Background: an optimization exercise with open tools, aiming at small area. Do not read the settings as production practice. The RTL was checked by simulation tests, not by an equivalence proof against the original design. Power and IR drop assume default switching activity.

==> job 4939: inputs <==
==> flow/design.v <==
module SDRAM_arbit(
    input                   sysclk_100M         ,
    input                   rst_n               ,
    output                  CKE                 ,
    output                  cs_n                ,
    output  reg             ras_n               ,
    output  reg             cas_n               ,
    output  reg             we_n                ,
    output          [12:0]  addr                ,
    output          [ 1:0]  ba                  ,
    output          [ 1:0]  dqm                 ,
    output          [15:0]  dq_o                ,
    output                  dq_oe               ,
    input           [15:0]  dq_i                ,
    input                   write_trig          ,
    output                  write_data_vld      ,
    input           [15:0]  w_dq                ,
    input                   read_trig           ,
    output                  read_data_vld       ,
    output          [15:0]  r_dq                ,
    output                  write_end
);
localparam  P_INIT  = 5'b00000,
            P_ARBF  = 5'b00001,      
            P_REF0  = 5'b00010,      
            P_REF   = 5'b00011,
            P_RS0   = 5'b00100,      
            P_RS1   = 5'b00101,
            P_RP0   = 5'b00110,      
            P_RP1   = 5'b00111,
            P_WS0   = 5'b01000,      
            P_WS1   = 5'b01001,
            P_WA0   = 5'b01010,      
            P_WA1   = 5'b01011,
            P_WX    = 5'b01100,      
            P_ARBI  = 5'b01101,      
            P_WP0   = 5'b01110,      
            P_WP1   = 5'b01111,
            P_RX0   = 5'b10000,
            P_RA0   = 5'b11100,      
            P_RA1   = 5'b11101,
            P_ARBS  = 5'b11110;      
localparam  ROW_LAST = 1440 - 1;
localparam  INIT_FIRST  = 10'd41;
localparam  INIT_RELOAD = 10'd316;
localparam  REF_RELOAD  = 10'd780;
reg  [4:0]  ph;
reg         flag;            
reg  [9:0]  dcnt;            
reg         rr_d;            
reg         wstat, rstat;    
reg         wtd, rtd;        
reg         wt1, rt1;        
reg         wend_q, rend_q;  
reg  [8:0]  wcb;             
reg  [10:0] wrow;
reg         wbank;
reg  [5:0]  rcol;            
reg  [10:0] rrow;
reg         rbank;
assign CKE   = 1'b1;
assign cs_n  = 1'b0;
assign dqm   = 2'b00;
assign dq_o  = w_dq;
assign r_dq  = dq_i;
wire init    = (ph == P_INIT);
wire ref0    = (ph == P_REF0);
wire in_ref  = (ph[4:1] == 4'b0001);
wire arb     = (ph == P_ARBF) | (ph == P_ARBS);
wire wsess   = ~ph[4] & ph[3] & (ph != P_ARBI);
wire rsess   = (ph[4:2] == 3'b001) | (ph[4] & (ph[3:1] != 3'b111));
wire w_act   = (ph[4:1] == 4'b0101);
wire w_xfer  = (ph == P_WX);
wire w_pre0  = (ph == P_WP0);
wire w_pre1  = (ph == P_WP1);
wire r_act   = (ph[4:1] == 4'b1110);
wire r_xfer  = ph[4] & ~(ph[3] & ph[2]);
wire r_pre0  = (ph == P_RP0);
wire r_pre1  = (ph == P_RP1);
wire rc11    = (ph == 5'b11011);
wire rc9     = (ph == 5'b11001);
wire d_hi0   = (dcnt[9:1] == 9'd0);
wire d_zero  = d_hi0 & ~dcnt[0];
wire d_one   = d_hi0 & dcnt[0];
wire ref_req = d_zero & ~ref0;
wire rcol63  = (rcol == 6'd63);
wire w_b7    = (wcb[2:0] == 3'd7);
wire w_rowend = (wcb == 9'h1ff);
wire w_lastrow = (wrow == ROW_LAST);
wire w_frame = w_rowend & w_lastrow;
wire wend_c  = (wcb[7:0] == 8'b1111_1110) | (~w_act & wend_q);
wire w_bank_c = wbank ^ w_frame;
wire r_rowend = rc11 & rcol63;
wire r_lastrow = (rrow == ROW_LAST);
wire r_frame = r_rowend & r_lastrow;
wire rend_c  = (rc9 & (rcol[4:0] == 5'd31)) | (~r_act & rend_q);
wire r_bank_c = r_frame ? ~wbank : rbank;
wire both    = wstat & rstat & wend_q & rend_q;
wire g_rd    = both ? flag : (~(wstat & rend_q) & rstat & wend_q);
wire g_wr    = both ? ~flag : (wstat & rend_q);
reg  [4:0]  ph_nx;
always @(*) begin
    if (init)
        ph_nx = (d_one & rcol63) ? P_ARBI : P_INIT;
    else if (ph == P_ARBI)
        ph_nx = P_REF0;
    else if (arb)
        ph_nx = ref_req ? P_REF0 : g_rd ? P_RS0 : g_wr ? P_WS0 : ph;
    else if (ref0)
        ph_nx = P_REF;
    else if (ph == P_REF)
        ph_nx = (dcnt[2:0] == 3'b110) ? P_ARBF : P_REF;
    else if (w_xfer)
        ph_nx = (w_b7 & (rr_d | wend_q | w_rowend)) ? P_WP0 : P_WX;
    else if (w_pre1 | r_pre1)
        ph_nx = P_ARBS;
    else if (r_xfer)
        ph_nx = rc11 ? ((rend_q | rr_d) ? P_RP0 : P_RX0) : ph + 5'd1;
    else if (ph == P_RS1)
        ph_nx = P_RA0;
    else if (ph == P_RA1)
        ph_nx = P_RX0;
    else
        ph_nx = ph + 5'd1;      
end
wire [9:0]  dcnt_nx = (ref0 | (init & d_zero)) ? (init ? INIT_RELOAD : REF_RELOAD) :
                      d_zero ? dcnt : dcnt - 10'd1;
wire [8:0]  wcb_nx  = w_xfer ? wcb + 9'd1 : wcb;
wire        wend_nx = wend_c;
always @(posedge sysclk_100M or negedge rst_n) begin
    if (!rst_n) begin
        ph     <= P_INIT;
        flag   <= 1'b0;
        dcnt   <= INIT_FIRST + 10'd1;
        rr_d   <= 1'b0;
        wstat  <= 1'b0;
        rstat  <= 1'b0;
        wtd    <= 1'b0;
        rtd    <= 1'b0;
        wt1    <= 1'b0;
        rt1    <= 1'b0;
        wend_q <= 1'b0;
        rend_q <= 1'b1;
        wcb    <= 9'd0;
        wrow   <= 11'd0;
        wbank  <= 1'b0;
        rcol   <= 6'd0;
        rrow   <= 11'd0;
        rbank  <= 1'b0;
    end else begin
        ph     <= ph_nx;
        if (ph == P_WS0)
            flag <= 1'b1;
        else if (ph == P_RS0)
            flag <= 1'b0;
        dcnt   <= dcnt_nx;
        rr_d   <= ref_req;
        wstat  <= w_pre1 ? ~wend_q : (wstat | wtd);
        rstat  <= r_pre1 ? ~rend_q : (rstat | rtd);
        wt1    <= write_trig;
        rt1    <= read_trig;
        wtd    <= wt1;
        rtd    <= rt1;
        wend_q <= wend_nx;
        rend_q <= rend_c;
        wcb    <= wcb_nx;
        if (w_rowend)
            wrow <= w_lastrow ? 11'd0 : wrow + 11'd1;
        wbank  <= w_bank_c;
        if (rc11 | (init & (d_zero | (d_one & rcol63))))
            rcol <= rcol + 6'd1;
        if (r_rowend)
            rrow <= r_lastrow ? 11'd0 : rrow + 11'd1;
        rbank  <= r_bank_c;
    end
end
wire nx_w_act = (ph_nx[4:1] == 4'b0101);
assign dq_oe          = ~ph_nx[4] & ph_nx[3] & (ph_nx != P_ARBI);
assign write_data_vld = (ph_nx == P_WX);
assign read_data_vld  = ph_nx[4] & (ph_nx[3] ^ ph_nx[2]);
assign write_end      = (wcb_nx[7:0] == 8'b1111_1110) | (~nx_w_act & wend_nx);
reg  [10:0] addr_c;
reg         ba_c;
always @(*) begin
    {ras_n, cas_n, we_n} = 3'b111;
    addr_c = 11'h400;
    ba_c   = 1'b0;
    if (init) begin
        if (rcol63 & (dcnt == 10'd10)) {ras_n, cas_n, we_n} = 3'b010;
        if (rcol63 & (dcnt == 10'd8))  {ras_n, cas_n, we_n} = 3'b001;
        if (rcol63 & d_one) begin
            {ras_n, cas_n, we_n} = 3'b000;
            addr_c = 11'h033;
        end
    end else if (ph == P_ARBI) begin
        addr_c = 11'h033;
    end else if (in_ref | (ph == P_ARBF)) begin
        if (in_ref & (dcnt[2:0] == 3'b100)) {ras_n, cas_n, we_n} = 3'b001;
        addr_c = 11'd0;
    end else if (wsess | ((ph == P_ARBS) & flag)) begin
        if (ph == P_WA0) {ras_n, cas_n, we_n} = 3'b011;
        if (w_xfer & (wcb[2:0] == 3'd0)) {ras_n, cas_n, we_n} = 3'b100;
        if (w_pre0) {ras_n, cas_n, we_n} = 3'b010;
        addr_c = w_act ? wrow : {w_pre0, 1'b0, wcb};
        ba_c   = w_bank_c;
    end else begin
        if (ph == P_RA0) {ras_n, cas_n, we_n} = 3'b011;
        if (ph == P_RX0) {ras_n, cas_n, we_n} = 3'b101;
        if (r_pre0) {ras_n, cas_n, we_n} = 3'b010;
        if (r_act)  addr_c = rrow;
        if (r_xfer) addr_c = {2'b00, rcol, 3'b000};
        ba_c   = r_bank_c;
    end
end
assign addr = {2'b00, addr_c};
assign ba   = {ba_c, 1'b0};
endmodule
==> flow/run.sh <==
#!/bin/bash
# synth_recipe.tcl (not shown) runs the flow's synth.tcl, then flattens the netlist and writes it again
# the make line also repeats each setting of config.mk as NAME=value (left out here)
make -C /OpenROAD-flow-scripts/flow DESIGN_CONFIG=/design/flow/config.mk WORK_HOME=/design/flow/orfs CLKGATE_MAP_FILE= SYNTH_SCRIPT=/design/flow/synth_recipe.tcl finish
==> flow/config.mk <==
export PLATFORM = sky130hd
export DESIGN_NAME = SDRAM_arbit
export DESIGN_NICKNAME = SDRAM_arbit
export VERILOG_FILES = /design/flow/design.v
export SDC_FILE = /design/flow/constraint.sdc
export NUM_CORES = 4
export LEC_CHECK = 0
export CAP_MARGIN = 20
export CORE_MARGIN = 2
export CORE_UTILIZATION = 40
export SLEW_MARGIN = 20
==> flow/constraint.sdc <==
create_clock -name core_clock -period 10.0 [get_ports {sysclk_100M}]
set_input_delay 2.0000 -clock core_clock [delete_from_list [all_inputs] [get_ports {sysclk_100M}]]
set_output_delay 2.0000 -clock core_clock [all_outputs]
set_load 0.01 [all_outputs]
==> job 4971: changes against job 4939 <==
Settings changed: CTS_BUF_LIST set to sky130_fd_sc_hd__clkbuf_8.
==> notes.md <==
quantity	job 4939	job 4971
Non-clock buffer share	4.915%	5.017%
Clk slew on worst S/H paths	60 ps	70 ps
Tcrit/Tclk final	58.61%	58.92%
Worst-Skew Late Latency	340 ps	360 ps
Worst IR drop on VDD	0.1053 mV	0.08968 mV
Slew at the pin closest to its max-slew limit	1033 ps	1019 ps
Global-route wire length before repair	19240 microns	19270 microns
Multi-input gate share of total cell area	51.55%	52.62%
Via count of the routed design	3846	3842
GRT Total Usage	19.19%	19.20%
Power attributed to combinational cells	0.00000729 W	0.00000731 W
Leakage dissipation	2.067 nW	2.021 nW
Run status	complete, no violations	complete, no violations
Fraction of met2 tracks used by global routing	28.74%	28.09%

==> static timing again, ports no longer ideal <==
The results above use ideal ports. As a check the final layouts listed here were re-extracted and re-timed, cells and wires unchanged. Step 1 assumes that a clkbuf_16 drives the clock port and a buf_2 every other input. Step 2 moves the port delays by t, midway between the first and last clock arrival at a register: inputs arrive t later, outputs are due t later. That takes back most of the time a late clock gives input paths. a / b / c = ideal / step 1 / step 2; a / b = the first two.
run | t (ns) | setup slack, ns | worst setup path at the end | slew at the worst register clock pin (ns)
job 4939 | 0.370 | 4.139 / 4.103 / 4.473 | register to output | 0.06 / 0.06
job 4971 | 0.388 | 4.108 / 4.076 / 4.464 | register to output | 0.08 / 0.08
After both steps every run listed still meets setup and hold.
